Context: an optimization exercise on an open-source flow, tuned for a short achievable clock period and few clock cycles. The choices shown serve that exercise and are no tape-out recipe.
In this exercise RTL edits were held to simulation tests only and were not proved equivalent to the original.
Power figures rest on the tool's default switching activity, not on a simulated workload.

==> inputs of nickel <==
// d16_core
module d16_core(
    input         clk,
    input         rst_n,
    output [14:0] mem_addr,    
    output [1:0]  mem_wmask,   
    output [15:0] mem_wdata,
    input  [15:0] mem_rdata    
);
export LEC_CHECK = 0
export ABC_CLOCK_PERIOD_IN_PS = 4000
export CAP_MARGIN = 20
export CORE_MARGIN = 2
export CORE_UTILIZATION = 40
export PLACE_DENSITY = 0.6
export SETUP_SLACK_MARGIN = 4.5
export SLEW_MARGIN = 20
create_clock -name core_clock -period 9.0 [get_ports {clk}]
standard.sh (not shown) runs the stock make flow with config.mk's settings and CLKGATE_MAP_FILE= SYNTH_SCRIPT=/design/flow/synth_recipe.tcl, a recipe that flattens the netlist after the stock synthesis.
==> flow/flow/run.sh <==
#!/bin/bash
set -euo pipefail
export BUFFER_PORTS_ARGS="-buffer_cell sky130_fd_sc_hd__buf_4"
bash standard.sh > flow_standard.log 2>&1
==> tundra: changes against nickel <==
--- a/flow/design.v
+++ b/flow/design.v
@@ -23,16 +23,17 @@
     reg        arm_d;               
     reg        arm_w;               
     reg        arm_rej;             
     reg [15:0] imm;                 
     reg [15:0] npc;                 
     reg [15:0] opa;                 
     reg [15:0] opb;                 
     reg [15:0] opd;                 
+    reg [15:0] opdn;                
     reg [2:0]  ia, ib, widx, rdw;   
     reg        ctrue;               
     reg        use_a, use_b, a_lr, d2imm, disp, bytef;
     reg        o_add, o_sub, o_adc, o_sbb, o_cmp, o_mov, o_and, o_or, o_xor,
                o_test, o_not, o_neg, o_shl, o_shr, o_sar, o_rol, o_set,
                o_ldst, o_push, o_pop, o_pushlr, o_jreg, o_jimm, o_jmp, o_call, o_ret,
                o_exw, o_mem, o_ldw, o_st, o_pushd;
     reg        mreq;
@@ -87,16 +88,21 @@
             for (k = 1; k < 16; k = k * 2)
                 for (i = 15; i >= k; i = i - 1) begin
                     gg[i] = gg[i] | (pp[i] & gg[i-k]);
                     pp[i] = pp[i] & pp[i-k];
                 end
             ksadd = {gg[15], p ^ {gg[14:0], ci}};
         end
     endfunction
+    function zsum;
+        input [15:0] x, y;
+        input ci;
+        zsum = ~|((x ^ y) ^ {x[14:0] | y[14:0], ci});
+    endfunction
     function [14:0] inc15;
         input [14:0] x;
         reg [14:0] c;
         integer i, k;
         begin
             c = {x[13:0], 1'b1};
             for (k = 1; k < 15; k = k * 2)
                 for (i = 14; i >= k; i = i - 1)
@@ -127,17 +133,17 @@
     wire p_use_a = p_alu2 | p_not | p_neg | p_st | (p_push & ~w[15]) |
                    ((p_jmp | p_call) & ~w[15]);
     wire p_use_b = (~w[15] & (p_alu2 | (p_mov & ~p_movb) | p_ld | p_st)) |
                    ((p_ld | p_st) & w[15] & w[6]) | p_stack;
     wire        fire  = dcomp & ~stall;
     wire [15:0] a = opa;
     wire [15:0] d = opd;
     wire [16:0] sum = ksadd(a, d, o_adc & fc);
-    wire [16:0] difc = ksadd(a, ~d, ~(o_sbb & fc));
+    wire [16:0] difc = ksadd(a, opdn, ~(o_sbb & fc));
     wire [16:0] dif = {~difc[16], difc[15:0]};
     wire [16:0] negc = ksadd(~a, 16'h0000, 1'b1);
     wire [16:0] shl17 = (|d[15:5]) ? 17'b0 : ({1'b0, a} << d[4:0]);
     wire [15:0] shr16 = (|d[15:4]) ? 16'b0 : (a >> d[3:0]);
     wire [15:0] sar16 = $signed(a) >>> d[3:0];
     wire [31:0] rol32 = {a, a} << d[3:0];
     wire [15:0] rol16 = rol32[31:16];
     wire [16:0] bsum = ksadd(opb, imm, 1'b0);
@@ -167,17 +173,22 @@
         ({17{o_jreg | o_ret}} & {1'b0, a}) |
         ({17{o_jimm}}         & {1'b0, d}) |
         ({17{o_set}}          & {16'b0, ctrue});
     wire [15:0] res   = resc[15:0] | ({16{o_pop}} & opb);       
     wire [15:0] ex_val = resc[15:0] | ({16{o_pop}} & sp_inc);   
     wire keepc = o_ldst | o_push | o_pop;
     wire ovop = addf | subf;
     wire d2s  = subf ? ~d[15] : d[15];
-    wire n_fz = (res == 16'b0);
+    wire zo_sel = ~(addf | subf | (o_ldst & disp) | o_push | o_pushlr);
+    wire n_fz = (addf & zsum(a, d, o_adc & fc)) |
+                (subf & zsum(a, opdn, ~(o_sbb & fc))) |
+                (o_ldst & disp & zsum(opb, imm, 1'b0)) |
+                ((o_push | o_pushlr) & zsum(opb, 16'hfffe, 1'b0)) |
+                (zo_sel & (res == 16'b0));
     wire n_fc = keepc ? fc : resc[16];
     wire n_fs = res[15];
     wire n_fv = ovop && (a[15] == d2s) && (a[15] != res[15]);
     wire ex_redirect = arm_xret | (arm_xj & ctrue);
     wire ex_we   = fire && o_exw;
     wire lr_we   = fire && ((o_call && ctrue) || ((o_jmp || o_ret) && lrflag));
     wire [15:0] ldata = !wbyte ? mem_rdata : (wsel ? {8'h00, mem_rdata[15:8]} : {8'h00, mem_rdata[7:0]});
     wire d_redirect = arm_d & ctrue;
@@ -308,21 +319,22 @@
                 o_ldw <= p_ld | (p_pop && p_rdw != p_ib);
             end else if (fire) begin
                 dv <= 1'b0; dcomp <= 1'b0; dwait <= 1'b0;
             end
             if (new_instr) begin
                 opa <= p_alr ? (lr_we ? npc : lr) : fwd(p_ia, rf_a);
                 opb <= fwd(p_ib, rf_b);
                 opd <= p_movb ? {8'h00, w[7:0]} : fwd(p_ib, rf_b);
+                opdn <= ~(p_movb ? {8'h00, w[7:0]} : fwd(p_ib, rf_b));
             end else begin
                 if (!a_lr) opa <= fwd(ia, opa);
                 opb <= fwd(ib, opb);
-                if (!d2imm) opd <= fwd(ib, opd);
-                else if (imm_arrive) opd <= w;
+                if (!d2imm) begin opd <= fwd(ib, opd); opdn <= ~fwd(ib, opd); end
+                else if (imm_arrive) begin opd <= w; opdn <= ~w; end
             end
             if (!mreq) begin
                 fvld <= 1'b1;
                 fa   <= nfa;
                 fpc  <= nfa1;
             end else begin
                 fvld <= 1'b0;
                 fpc  <= nfa;
==> flow/config.mk (replaced) <==
export PLATFORM = sky130hd
export DESIGN_NAME = d16_core
export DESIGN_NICKNAME = d16_core
export VERILOG_FILES = /design/flow/design.v
export SDC_FILE = /design/flow/constraint.sdc
export NUM_CORES = 4
export LEC_CHECK = 0
export ABC_CLOCK_PERIOD_IN_PS = 3800
export CAP_MARGIN = 20
export CORE_MARGIN = 2
export CORE_UTILIZATION = 40
export PLACE_DENSITY = 0.6
export SETUP_SLACK_MARGIN = 5
export SLEW_MARGIN = 20
==> delta: changes against nickel <==
--- a/flow/design.v
+++ b/flow/design.v
@@ -13,28 +13,23 @@
     reg        lrflag;              
     reg [14:0] fpc;                 
     reg        fvld;                
     reg [14:0] fa;                  
     reg        dv;                  
     reg        dcomp;               
     reg        dwait;               
     reg        stall;               
-    reg        arm_xret;            
-    reg        arm_xj;              
-    reg        arm_d;               
-    reg        arm_w;               
-    reg        arm_rej;             
     reg [15:0] imm;                 
     reg [15:0] npc;                 
     reg [15:0] opa;                 
     reg [15:0] opb;                 
     reg [15:0] opd;                 
     reg [2:0]  ia, ib, widx, rdw;   
-    reg        ctrue;               
+    reg [3:0]  cond;
     reg        use_a, use_b, a_lr, d2imm, disp, bytef;
     reg        o_add, o_sub, o_adc, o_sbb, o_cmp, o_mov, o_and, o_or, o_xor,
                o_test, o_not, o_neg, o_shl, o_shr, o_sar, o_rol, o_set,
                o_ldst, o_push, o_pop, o_pushlr, o_jreg, o_jimm, o_jmp, o_call, o_ret,
                o_exw, o_mem, o_ldw, o_st, o_pushd;
     reg        mreq;
     reg [14:0] maddr;
     reg [1:0]  mwmask;
@@ -70,45 +65,16 @@
             4'hA: cond_true = ~cy;
             4'hB: cond_true = ~(s ^ v);
             4'hC: cond_true = ~(s ^ v) & ~z;
             4'hD: cond_true = (s ^ v) | z;
             4'hE: cond_true = s ^ v;
             default: cond_true = 1'b1;
         endcase
     endfunction
-    function [16:0] ksadd;
-        input [15:0] x, y;
-        input ci;
-        reg [15:0] g, p, gg, pp;
-        integer i, k;
-        begin
-            g = x & y; p = x ^ y;
-            gg = g; pp = p;
-            gg[0] = g[0] | (p[0] & ci);
-            for (k = 1; k < 16; k = k * 2)
-                for (i = 15; i >= k; i = i - 1) begin
-                    gg[i] = gg[i] | (pp[i] & gg[i-k]);
-                    pp[i] = pp[i] & pp[i-k];
-                end
-            ksadd = {gg[15], p ^ {gg[14:0], ci}};
-        end
-    endfunction
-    function [14:0] inc15;
-        input [14:0] x;
-        reg [14:0] c;
-        integer i, k;
-        begin
-            c = {x[13:0], 1'b1};
-            for (k = 1; k < 15; k = k * 2)
-                for (i = 14; i >= k; i = i - 1)
-                    c[i] = c[i] & c[i-k];
-            inc15 = x ^ c;
-        end
-    endfunction
     wire [15:0] w = mem_rdata;
     wire [6:0]  wop = w[14:8];
     wire p_movb = !w[15] && (wop >= 7'h05) && (wop <= 7'h0C);
     wire p_add  = wop == 7'h01, p_sub = wop == 7'h02, p_push = wop == 7'h03,
          p_pop  = wop == 7'h04, p_and = wop == 7'h0E, p_or   = wop == 7'h0F,
          p_xor  = wop == 7'h10, p_not = wop == 7'h11, p_neg  = wop == 7'h12,
          p_ld   = wop == 7'h13, p_st  = wop == 7'h14, p_cmp  = wop == 7'h15,
          p_jmp  = wop == 7'h16, p_call = wop == 7'h17, p_ret = wop == 7'h18,
@@ -124,44 +90,41 @@
     wire [2:0] p_ib  = w[5:3] ^ {3{p_stack}};
     wire [2:0] p_rdw = p_movb ? (w[10:8] - 3'd5) : w[2:0];
     wire p_alr   = p_ret | p_pushlr;
     wire p_use_a = p_alu2 | p_not | p_neg | p_st | (p_push & ~w[15]) |
                    ((p_jmp | p_call) & ~w[15]);
     wire p_use_b = (~w[15] & (p_alu2 | (p_mov & ~p_movb) | p_ld | p_st)) |
                    ((p_ld | p_st) & w[15] & w[6]) | p_stack;
     wire        fire  = dcomp & ~stall;
+    wire        ctrue = cond_true(cond, fz, fc, fs, fv);
     wire [15:0] a = opa;
     wire [15:0] d = opd;
-    wire [16:0] sum = ksadd(a, d, o_adc & fc);
-    wire [16:0] difc = ksadd(a, ~d, ~(o_sbb & fc));
-    wire [16:0] dif = {~difc[16], difc[15:0]};
-    wire [16:0] negc = ksadd(~a, 16'h0000, 1'b1);
+    wire [16:0] sum = {1'b0, a} + {1'b0, d} + {16'b0, o_adc & fc};
+    wire [16:0] dif = {1'b0, a} - {1'b0, d} - {16'b0, o_sbb & fc};
     wire [16:0] shl17 = (|d[15:5]) ? 17'b0 : ({1'b0, a} << d[4:0]);
     wire [15:0] shr16 = (|d[15:4]) ? 16'b0 : (a >> d[3:0]);
     wire [15:0] sar16 = $signed(a) >>> d[3:0];
     wire [31:0] rol32 = {a, a} << d[3:0];
     wire [15:0] rol16 = rol32[31:16];
-    wire [16:0] bsum = ksadd(opb, imm, 1'b0);
-    wire [15:0] ldst_addr = disp ? bsum[15:0] : d;
-    wire [16:0] spd = ksadd(opb, 16'hfffe, 1'b0);
-    wire [15:0] sp_dec = spd[15:0];
-    wire [15:0] sp_inc = {inc15(opb[15:1]), opb[0]};
+    wire [15:0] ldst_addr = disp ? opb + imm : d;
+    wire [15:0] sp_dec = opb - 16'd2;
+    wire [15:0] sp_inc = opb + 16'd2;
     wire        pushlr_b = (opb[15:1] == 15'd0);
     wire addf = o_add | o_adc;
     wire subf = o_sub | o_sbb | o_cmp;
     wire [16:0] resc =
         ({17{addf}}           & sum) |
         ({17{subf}}           & dif) |
         ({17{o_mov}}          & {1'b0, d}) |
         ({17{o_and | o_test}} & {1'b0, a & d}) |
         ({17{o_or}}           & {1'b0, a | d}) |
         ({17{o_xor}}          & {1'b0, a ^ d}) |
         ({17{o_not}}          & {1'b0, ~a}) |
-        ({17{o_neg}}          & {1'b0, negc[15:0]}) |
+        ({17{o_neg}}          & {1'b0, -a}) |
         ({17{o_shl}}          & shl17) |
         ({17{o_shr}}          & {1'b0, shr16}) |
         ({17{o_sar}}          & {1'b0, sar16}) |
         ({17{o_rol}}          & {1'b0, rol16}) |
         ({17{o_ldst}}         & {1'b0, ldst_addr}) |
         ({17{o_push}}         & {1'b0, sp_dec}) |
         ({17{o_pushlr}}       & {pushlr_b, sp_dec}) |
         ({17{o_jreg | o_ret}} & {1'b0, a}) |
@@ -171,31 +134,31 @@
     wire [15:0] ex_val = resc[15:0] | ({16{o_pop}} & sp_inc);   
     wire keepc = o_ldst | o_push | o_pop;
     wire ovop = addf | subf;
     wire d2s  = subf ? ~d[15] : d[15];
     wire n_fz = (res == 16'b0);
     wire n_fc = keepc ? fc : resc[16];
     wire n_fs = res[15];
     wire n_fv = ovop && (a[15] == d2s) && (a[15] != res[15]);
-    wire ex_redirect = arm_xret | (arm_xj & ctrue);
+    wire ex_redirect = fire && (o_ret || (o_jreg && ctrue));
     wire ex_we   = fire && o_exw;
     wire lr_we   = fire && ((o_call && ctrue) || ((o_jmp || o_ret) && lrflag));
     wire [15:0] ldata = !wbyte ? mem_rdata : (wsel ? {8'h00, mem_rdata[15:8]} : {8'h00, mem_rdata[7:0]});
-    wire d_redirect = arm_d & ctrue;
+    wire d_redirect = dwait && fvld && o_jimm && ctrue;
     wire accept     = fvld && !ex_redirect && (dwait || !dv || fire);
-    wire reject     = arm_rej;
+    wire reject     = fvld && dcomp && stall;
     wire new_instr  = accept && !dwait;
     wire imm_arrive = accept && dwait;
     wire [14:0] nfa_o = ex_redirect ? opa[15:1] : reject ? fa : fpc;    
     wire [14:0] nfa   = d_redirect ? w[15:1] : nfa_o;
-    wire [14:0] nfa1  = d_redirect  ? inc15(w[15:1]) :
-                        ex_redirect ? inc15(opa[15:1]) :
-                        reject      ? fpc : inc15(fpc);
-    wire sel_w = arm_w & ctrue;
+    wire [14:0] nfa1  = d_redirect  ? w[15:1] + 15'd1 :
+                        ex_redirect ? opa[15:1] + 15'd1 :
+                        reject      ? fpc : fpc + 15'd1;
+    wire sel_w = d_redirect && !mreq;
     wire [14:0] addr_o = mreq ? maddr : nfa_o;
     assign mem_addr  = sel_w ? w[15:1] : addr_o;
     assign mem_wmask = mwmask & {2{rst_n}};
     assign mem_wdata = mwdata;
     function [15:0] fwd;
         input [2:0] i;
         input [15:0] cur;
         begin
@@ -209,39 +172,24 @@
     wire       mld_n = fire && o_ldw;
     wire       wld_n = mld && !(ex_we && widx == mrd);
     wire [2:0] ia_n  = new_instr ? p_ia : ia;
     wire [2:0] ib_n  = new_instr ? p_ib : ib;
     wire       ua_n  = new_instr ? p_use_a : use_a;
     wire       ub_n  = new_instr ? p_use_b : use_b;
     wire stall_n = (mld_n && ((ua_n && rdw == ia_n) || (ub_n && rdw == ib_n))) ||
                    (wld_n && ((ua_n && mrd == ia_n) || (ub_n && mrd == ib_n)));
-    wire fz_a = fire ? n_fz : fz;
-    wire fc_a = fire ? n_fc : fc;
-    wire fs_a = fire ? n_fs : fs;
-    wire fv_a = fire ? n_fv : fv;
-    wire ctrue_n = new_instr ? cond_true(w[6:3], fz_a, fc_a, fs_a, fv_a) : ctrue;
-    wire dcomp_n = ex_redirect ? 1'b0 : imm_arrive ? 1'b1 : new_instr ? !w[15] : fire ? 1'b0 : dcomp;
-    wire dwait_n = ex_redirect ? 1'b0 : imm_arrive ? 1'b0 : new_instr ? w[15] : fire ? 1'b0 : dwait;
-    wire jimm_n  = new_instr ? ((p_jmp | p_call) & w[15]) : o_jimm;
-    wire jreg_n  = new_instr ? ((p_jmp | p_call) & ~w[15]) : o_jreg;
-    wire ret_n   = new_instr ? p_ret : o_ret;
-    wire mreq_n  = fire & o_mem;
-    wire fvld_n  = !mreq;
-    wire issue_n = dcomp_n & ~stall_n;
     always @(posedge clk) begin
         if (!rst_n) begin
             r0 <= 0; r1 <= 0; r2 <= 0; r3 <= 0; r4 <= 0; r5 <= 0; r6 <= 0; r7 <= 0;
             lr <= 0;
             fz <= 1'b1; fc <= 1'b0; fs <= 1'b0; fv <= 1'b0;
             lrflag <= 1'b0;
             fpc <= 15'd0; fvld <= 1'b0; fa <= 15'd0;
             dv <= 1'b0; dcomp <= 1'b0; dwait <= 1'b0; stall <= 1'b0;
-            ctrue <= 1'b0;
-            arm_xret <= 1'b0; arm_xj <= 1'b0; arm_d <= 1'b0; arm_w <= 1'b0; arm_rej <= 1'b0;
             mreq <= 1'b0; mwmask <= 2'b00; mld <= 1'b0;
             wld <= 1'b0;
         end else begin
             r0 <= fwd(3'd0, r0); r1 <= fwd(3'd1, r1); r2 <= fwd(3'd2, r2); r3 <= fwd(3'd3, r3);
             r4 <= fwd(3'd4, r4); r5 <= fwd(3'd5, r5); r6 <= fwd(3'd6, r6); r7 <= fwd(3'd7, r7);
             if (fire) begin
                 fz <= n_fz; fc <= n_fc; fs <= n_fs; fv <= n_fv;
                 if (o_call) lrflag <= ctrue;
@@ -250,22 +198,16 @@
             if (lr_we) lr <= npc;
             mld   <= mld_n;
             mrd   <= rdw;
             wld   <= wld_n;
             wrd   <= mrd;
             wbyte <= mbyte;
             wsel  <= msel;
             stall <= stall_n;
-            ctrue <= ctrue_n;
-            arm_xret <= issue_n & ret_n;
-            arm_xj   <= issue_n & jreg_n;
-            arm_d    <= dwait_n & jimm_n & fvld_n;
-            arm_w    <= dwait_n & jimm_n & fvld_n & !mreq_n;
-            arm_rej  <= fvld_n & dcomp_n & stall_n;
             if (fire && o_mem) begin
                 mreq   <= 1'b1;
                 maddr  <= o_pop ? opb[15:1] : o_ldst ? ldst_addr[15:1] : sp_dec[15:1];
                 msel   <= ldst_addr[0];
                 mbyte  <= o_ldst & bytef;
                 mwmask <= !(o_st | o_pushd) ? 2'b00 :
                           !(o_st & bytef) ? 2'b11 :
                           ldst_addr[0] ? 2'b10 : 2'b01;
@@ -281,19 +223,20 @@
             end else if (imm_arrive) begin
                 imm <= w;
                 dcomp <= 1'b1; dwait <= 1'b0;
             end else if (new_instr) begin
                 dv <= 1'b1;
                 dcomp <= !w[15];
                 dwait <= w[15];
                 imm <= {8'h00, w[7:0]};
-                npc <= {w[15] ? inc15(fpc) : fpc, 1'b0};
+                npc <= {w[15] ? fpc + 15'd1 : fpc, 1'b0};
                 ia <= p_ia; ib <= p_ib; rdw <= p_rdw;
                 widx <= p_stack ? p_ib : p_rdw;
+                cond <= w[6:3];
                 use_a <= p_use_a; use_b <= p_use_b; a_lr <= p_alr;
                 d2imm <= w[15] | p_movb;
                 disp <= w[15] & w[6];
                 bytef <= w[7];
                 o_add <= p_add; o_sub <= p_sub; o_adc <= p_adc; o_sbb <= p_sbb;
                 o_cmp <= p_cmp; o_mov <= p_mov; o_and <= p_and; o_or <= p_or; o_xor <= p_xor;
                 o_test <= p_test; o_not <= p_not; o_neg <= p_neg; o_shl <= p_shl;
                 o_shr <= p_shr; o_sar <= p_sar; o_rol <= p_rol; o_set <= p_set;
==> flow/run.sh (new file) <==
#!/bin/bash
# synth_recipe.tcl (not shown) runs the flow's synth.tcl, then flattens the netlist and writes it again
# the make line also repeats each setting of config.mk as NAME=value (left out here)
make -C /OpenROAD-flow-scripts/flow DESIGN_CONFIG=/design/flow/config.mk WORK_HOME=/design/flow/orfs CLKGATE_MAP_FILE= SYNTH_SCRIPT=/design/flow/synth_recipe.tcl finish
==> flow/config.mk (replaced) <==
export PLATFORM = sky130hd
export DESIGN_NAME = d16_core
export DESIGN_NICKNAME = d16_core
export VERILOG_FILES = /design/flow/design.v
export SDC_FILE = /design/flow/constraint.sdc
export NUM_CORES = 4
export LEC_CHECK = 0
export ABC_CLOCK_PERIOD_IN_PS = 4500
export CAP_MARGIN = 20
export CORE_MARGIN = 2
export CORE_UTILIZATION = 40
export PLACE_DENSITY = 0.6
export SETUP_SLACK_MARGIN = 4
export SLEW_MARGIN = 20
removed: flow/flow/run.sh
removed: flow/standard.sh
==> flow_metrics.tcl <==
set metrics [dict create \
    synth_fa_ha_area_share_pct 3.719 \
    outcome "timing/DRC/antenna clean" \
    core_area_um2 70030 \
    routedWlPerCell_um 27.92 \
    post_drt_via_cell_ratio 6.428 \
    wl_met2_um 53840 \
    grt_max_degree 94 \
    post_cts_buffers 15 \
    placed_area_um2 29420 \
    worst-path-stages 4 \
    reg2reg_from "opb[2]" \
    cp_common_cell "buf_4" \
    worstPathArrival_ns 2.75 \
    syn_area_um2 28260 \
    p_per_area_nw_per_um2 155.3 \
    syn_area_per_cell_um2 7.764 \
]
[end of results for nickel]
==> flow_metrics.tcl <==
set metrics [dict create \
    outcome "timing/DRC/antenna clean" \
    placed_area_um2 31290 \
    core_area_um2 74200 \
    syn_area_um2 29900 \
    grt_max_degree 71 \
    synth_fa_ha_area_share_pct 4.770 \
    post_drt_via_cell_ratio 6.605 \
    reg2reg_from "opa[13]" \
    cp_common_cell "inv_1" \
    syn_area_per_cell_um2 7.859 \
    wl_met2_um 63420 \
    routedWlPerCell_um 30.60 \
    worstPathArrival_ns 4.77 \
    worst-path-stages 14 \
    p_per_area_nw_per_um2 151.2 \
]
[end of results for tundra]
==> flow_metrics.tcl <==
set metrics [dict create \
    placed_area_um2 29600 \
    p_seq_w 0.00194 \
    routedWlPerCell_um 27.34 \
    worstPathArrival_ns 3.45 \
    post_drt_via_cell_ratio 6.528 \
    outcome "timing/DRC/antenna clean" \
    synth_fa_ha_area_share_pct 4.350 \
    worst-path-stages 15 \
    fin_area_um2 32340 \
    numCtsBuffers 41 \
    power-top-group "sequential cells" \
    p_per_area_nw_per_um2 155.6 \
    grt_max_degree 81 \
    reg2reg_from "opa[1]" \
    wl_met2_um 52120 \
    grt_use_met2_pct 47.62 \
    clockBufferCount 61 \
    core_area_um2 70270 \
]
[end of results for delta]
Testbench counts of nickel, summed over its fixed seeds: cycles 56,601.
Testbench counts of tundra, summed over its fixed seeds: cycles 56,601.
Testbench counts of delta, summed over its fixed seeds: cycles 56,601.

-- separate check: timing with driven ports --
The flow's constraints put no driver on any port. The routed layouts listed below were extracted and timed again, unchanged, in two steps.
Step 1, drivers: a clkbuf_16 drives clk and a buf_2 each remaining input, both assumed.
Step 2 moves the port delays by t, midway between the first and last clock arrival at a register: inputs arrive t later, outputs are due t later. That takes back most of the time a late clock gives input paths.
Three values: ideal, step 1, step 2; two values: the first two.
| run | shift t [ns] | setup WS [ns] | clock arrival spread, ns | worst slew at a driven data input, ns |
|---|---|---|---|---|
| nickel | 0.646 | 4.453 / 4.427 / 3.981 | 0.028 / 0.028 | 0.05 |
| tundra | 0.661 | 4.765 / 4.692 / 4.083 | 0.037 / 0.037 | 0.29 |
| delta | 0.631 | 3.746 / 3.688 / 3.549 | 0.025 / 0.025 | 0.05 |
After both steps every run listed still meets setup and hold. For tundra, which loses most, drivers alone change the setup slack by -0.073 ns; drivers and shift together by -0.682 ns.
